This is an optimization exercise on Yosys and OpenROAD, whose aim is small area, a short achievable clock period and few clock cycles per item, not a production implementation. Only simulation tests tie the RTL to the original design; equivalence was not proved.

==> flow/design.v (excerpt) <==
module Bicubic(
           input CLK,
           input RST,
           input enable,
           input [7:0] input_data,
           output reg [13:0] iaddr,
           output reg ird,
           output reg we,
           output reg [13:0] waddr,
           output reg [7:0] output_data,
           input [6:0] V0,
           input [6:0] H0,
           input [4:0] SW,
           input [4:0] SH,
           input [5:0] TW,
           input [5:0] TH,
           output reg DONE
       );
localparam S_IDLE = 3'd0,
           S_LOAD = 3'd1,
           S_DIV  = 3'd2,
           S_RUN  = 3'd3,
           S_FIN1 = 3'd4,
           S_FIN2 = 3'd5;
localparam R_STEP = 2'd0,      
           R_COLS = 2'd1,      
           R_DONE = 2'd2;      
localparam QN = 7;
reg [2:0] state;
reg [1:0] rstate;
reg       hrun;            
reg       ahead;           
reg [6:0] rV0, rH0;
reg [4:0] rSW, rSH;
reg [5:0] rTW, rTH;
reg       ren;             
always @(posedge CLK) begin
    rV0 <= V0; rH0 <= H0; rSW <= SW; rSH <= SH; rTW <= TW; rTH <= TH;
end
wire [5:0] tw1 = rTW - 6'd1;
wire [5:0] th1 = rTH - 6'd1;
reg [19:0] hq, vq;
reg [5:0]  hr, vr;
reg [5:0]  y;
reg [19:0] rowA, rowB;
reg [5:0]  remB;
reg [1:0]  nstep;          
reg        pmr;            
reg        n5;             
reg        lastr;          
reg        pmh;            
reg        lasth;          
reg [5:0]  x;
reg [19:0] col;
reg [5:0]  crem;
reg        hsel;           
wire [4:0]  ci = col[19:15];
wire [14:0] cf = col[14:0];
reg [8*QN-1:0] QA, QB;
reg [5:0] base;            
reg [3:0] qcnt;            
reg [2:0] credit;          
reg [5:0] rdj;             
reg [2:0] rdk;             
reg       rdact;           
reg       v1;              
reg [7:0] P0, P1, P2, P3, P4;
reg [2:0] pcnt;
reg       vbp;             
reg [40:0] S2r;
reg [7:0]  k1r;
reg [14:0] kfr;
reg [7:0]  bpv;            
reg        vs, vsb, vsy;   
reg        hs, hsb, hsy;   
reg        hsl;            
reg        hsp;            
reg        rfzA, rfzB;     
reg [13:0] wa;             
wire [2:0] npix  = n5 ? 3'd5 : 3'd4;
wire       run   = (state == S_RUN);
wire       issVa = (pcnt == npix);
wire       issVb = vbp;
wire       hwin  = (base == {1'b0, ci}) && ((qcnt >= 4'd4) || (cf == 15'd0 && qcnt >= 4'd2));
wire       issV  = issVa | issVb;
wire       hcand = run && hrun && hwin;
  ...
clock: 110.0 ns
lec_check: 0
cap_margin: 20
core_margin: 2
core_utilization: 40
slew_margin: 20
standard.sh (not shown) runs the stock make flow with config.mk's settings and CLKGATE_MAP_FILE= SYNTH_SCRIPT=/design/flow/synth_recipe.tcl, a recipe that flattens the netlist after the stock synthesis.
==> flow/flow/run.sh <==
#!/bin/bash
# Layout flow: the standard flow (standard.sh) with two changes.
#  1. After the standard synthesis, flow/polar.py removes inverters between
#     full-adder cells: a full adder is self-dual, so feeding some adders the
#     complements of their inputs (and taking complemented outputs) makes most of
#     the inverters that synthesis left between adders unnecessary (two-input
#     gates that drive inverters may also be swapped for their complement, e.g.
#     and2 for nand2). Registers and
#     all other cells are untouched; the netlist stays logically equivalent.
#  2. Ports are buffered with sky130_fd_sc_hd__buf_2 (buffer_ports -buffer_cell)
#     instead of the default cell; every port still gets its buffer.
# Each tool's output goes to a log file in this folder.
set -euo pipefail
R="$PWD/orfs/results/${FLOW_PLATFORM}/Bicubic/base"
bash standard.sh "$R/1_2_yosys.v" > synth.log 2>&1
cp "$R/1_2_yosys.v" "$R/1_2_yosys.std.v"
python3 flow/polar.py "$R/1_2_yosys.std.v" "$R/1_2_yosys.v" > polar.log 2>&1
export BUFFER_PORTS_ARGS="-buffer_cell sky130_fd_sc_hd__buf_2"
export CTS_ARGS="-sink_clustering_enable -repair_clock_nets -dont_use_dummy_load"
bash standard.sh > layout.log 2>&1
Other scripts of this flow, unchanged in this note and not shown: flow/flow/polar.py
The starting point finished with timing, DRC and antenna clean.
Testbench counts at the start, summed over its fixed seeds: cycles 88,702, pixels 56,749.
Edit:
--- a/flow/flow/run.sh
+++ b/flow/flow/run.sh
@@ -19 +18,0 @@
-export CTS_ARGS="-sink_clustering_enable -repair_clock_nets -dont_use_dummy_load"
--- a/flow/config.mk
+++ b/flow/config.mk
@@ -10 +10 @@
-export CORE_UTILIZATION = 40
+export CORE_UTILIZATION = 60
What happened: The new run completed with no timing, DRC or antenna violations. Sequential share of layout area barely changes. Die area drops by about 33%. Sequential cell count is unchanged. Worst hold slack is better by 0.022 ns. Count of clock-buffer cells in the layout climbs by 22. Via count is higher by about 1.9%. Maximum frequency barely changes. Area after synthesis is unchanged. Cell area stays flat.
Edit:
--- a/flow/config.mk
+++ b/flow/config.mk
@@ -7,0 +8 @@
+export ABC_AREA = 1
@@ -10 +11 @@
-export CORE_UTILIZATION = 60
+export CORE_UTILIZATION = 40
The changed run finished with timing, DRC and antenna clean.
Register-to-register slack improved by 1.2 ns.
Count of clock-buffer cells in the layout shrinks by 1.
Routed wire length rose by 1.9%.
Cell area climbs by 1.4%.
Edit:
--- a/flow/flow/run.sh
+++ b/flow/flow/run.sh
@@ -11,0 +12,3 @@
+#  3. Clock tree synthesis without dummy loads and with sink clusters of up to
+#     30 flip-flops within 60 um (fewer, fuller leaf buffers); the clock still
+#     reaches every register through buffers.
@@ -18,0 +22 @@
+export CTS_ARGS="-sink_clustering_enable -repair_clock_nets -dont_use_dummy_load -sink_clustering_size 30 -sink_clustering_max_diameter 60"
--- a/flow/config.mk
+++ b/flow/config.mk
@@ -8 +7,0 @@
-export ABC_AREA = 1
What happened:
- hold slack gains 0.023 ns
- cell count went down by about 11%
- wire length decreases by about 5%
- register-to-register slack is worse by 0.97 ns
Edit:
--- a/flow/flow/run.sh
+++ b/flow/flow/run.sh
@@ -12,3 +11,0 @@
-#  3. Clock tree synthesis without dummy loads and with sink clusters of up to
-#     30 flip-flops within 60 um (fewer, fuller leaf buffers); the clock still
-#     reaches every register through buffers.
@@ -22 +18,0 @@
-export CTS_ARGS="-sink_clustering_enable -repair_clock_nets -dont_use_dummy_load -sink_clustering_size 30 -sink_clustering_max_diameter 60"
--- a/flow/config.mk
+++ b/flow/config.mk
@@ -10 +10,2 @@
-export CORE_UTILIZATION = 40
+export CORE_UTILIZATION = 60
+export PLACE_DENSITY = 0.75
After rerunning: The new run finished with timing, DRC and antenna clean. Cell area shrinks slightly. Worst hold slack gets better by 0.025 ns. Die area decreases by a quarter to a third. Count of clock-buffer cells in the layout rose by 19. Global-route usage climbs by 9.1 points. Setup slack is worse by 0.0097 ns. Critical path depth does not change.
Edit:
--- a/flow/config.mk
+++ b/flow/config.mk
@@ -8 +8 @@
-export CAP_MARGIN = 20
+export CAP_MARGIN = 0
@@ -10,3 +10,2 @@
-export CORE_UTILIZATION = 60
-export PLACE_DENSITY = 0.75
-export SLEW_MARGIN = 20
+export CORE_UTILIZATION = 40
+export SLEW_MARGIN = 0
Cell area went up by 1.9%.
Die area climbs by about 50%.
Cell count climbs by 11%.

---

== run A ==
Bicubic again, from the RTL that the note above started with.
export LEC_CHECK = 0
export CAP_MARGIN = 20
export CORE_MARGIN = 2
export CORE_UTILIZATION = 40
export SLEW_MARGIN = 20
create_clock -name core_clock -period 110.0 [get_ports {CLK}]
==> flow/flow/run.sh <==
#!/bin/bash
# Layout flow: the standard flow (standard.sh) with three changes.
#  1. After the standard synthesis, flow/polar.py removes inverters between
#     full-adder cells: a full adder is self-dual, so feeding some adders the
#     complements of their inputs (and taking complemented outputs) makes most of
#     the inverters that synthesis left between adders unnecessary (two-input
#     gates that drive inverters may also be swapped for their complement, e.g.
#     and2 for nand2). Registers and all other cells are untouched; the
#     netlist stays logically equivalent.
#  2. Ports are buffered with sky130_fd_sc_hd__buf_2 (buffer_ports -buffer_cell)
#     instead of the default cell; every port still gets its buffer.
#  3. Clock tree synthesis without dummy loads and with sink clusters of up to
#     24 flip-flops within 120 um (fewer, fuller leaf buffers); the clock still
#     reaches every register through buffers.
# Each tool's output goes to a log file in this folder.
set -euo pipefail
R="$PWD/orfs/results/${FLOW_PLATFORM}/Bicubic/base"
bash standard.sh "$R/1_2_yosys.v" > synth.log 2>&1
cp "$R/1_2_yosys.v" "$R/1_2_yosys.std.v"
python3 flow/polar.py "$R/1_2_yosys.std.v" "$R/1_2_yosys.v" > polar.log 2>&1
export BUFFER_PORTS_ARGS="-buffer_cell sky130_fd_sc_hd__buf_2"
export CTS_ARGS="-sink_clustering_enable -repair_clock_nets -dont_use_dummy_load -sink_clustering_size 24 -sink_clustering_max_diameter 120"
bash standard.sh > layout.log 2>&1
Other scripts of this flow, unchanged in this note and not shown: flow/flow/polar.py
Testbench counts of run A, summed over its fixed seeds: cycles 88,702, pixels 56,749.
For run B, these inputs were changed with respect to run A:
==> flow/flow/run.sh <==
#!/bin/bash
# Layout flow: the standard flow (standard.sh) with two changes.
#  1. After the standard synthesis, flow/polar.py removes inverters between
#     full-adder cells: a full adder is self-dual, so feeding some adders the
#     complements of their inputs (and taking complemented outputs) makes most of
#     the inverters that synthesis left between adders unnecessary (two-input
#     gates that drive inverters may also be swapped for their complement, e.g.
#     and2 for nand2). Registers and
#     all other cells are untouched; the netlist stays logically equivalent.
#  2. Ports are buffered with sky130_fd_sc_hd__buf_2 (buffer_ports -buffer_cell)
#     instead of the default cell; every port still gets its buffer.
# Each tool's output goes to a log file in this folder.
set -euo pipefail
R="$PWD/orfs/results/${FLOW_PLATFORM}/Bicubic/base"
bash standard.sh "$R/1_2_yosys.v" > synth.log 2>&1
cp "$R/1_2_yosys.v" "$R/1_2_yosys.std.v"
python3 flow/polar.py "$R/1_2_yosys.std.v" "$R/1_2_yosys.v" > polar.log 2>&1
export BUFFER_PORTS_ARGS="-buffer_cell sky130_fd_sc_hd__buf_2"
bash standard.sh > layout.log 2>&1
--- outcome ---
The achievable frequency was comparable across run A and run B. Re post-synthesis cell count: no difference whatsoever between run B and run A. Comparing run A with run B, the global-route track usage on met2 came out essentially unchanged. Sort run A and run B by setup slack asc -> top: run A. Net count reported at finish of run B exceeds that of run A slightly.

[re-timing with driven ports]
Ports are ideal in the flow. The routed layouts listed here were re-timed in OpenROAD.
Step 1, drivers: a clkbuf_16 drives CLK and a buf_2 each remaining input, both assumed.
Step 2 also shifts input and output timing later by t, the mid clock arrival at the registers, as if the neighbouring blocks saw the same clock.
a / b / c = no drivers / after step 1 / after step 2; a / b = the first two.
run | shift t [ns] | setup WS [ns] | worst register clock-pin slew, ns | worst data-port slew with drivers (ns)
the first run of note 1 | 0.693 | 86.713 / 86.640 / 87.333 | 0.07 / 0.07 | 0.03
the second run of note 1 | 0.735 | 86.683 / 86.612 / 87.347 | 0.08 / 0.08 | 0.03
the third run of note 1 | 0.726 | 86.668 / 86.600 / 87.326 | 0.07 / 0.07 | 0.03
the fourth run of note 1 | 0.690 | 86.722 / 86.645 / 87.334 | 0.09 / 0.09 | 0.03
the fifth run of note 1 | 0.687 | 86.712 / 86.648 / 87.335 | 0.07 / 0.07 | 0.03
the sixth run of note 1 | 0.711 | 86.705 / 86.636 / 87.347 | 0.08 / 0.08 | 0.03
run A | 0.681 | 86.691 / 86.623 / 87.304 | 0.10 / 0.10 | 0.03
run B | 0.712 | 86.702 / 86.636 / 87.348 | 0.08 / 0.08 | 0.03
After both steps setup and hold are still met in every run listed.
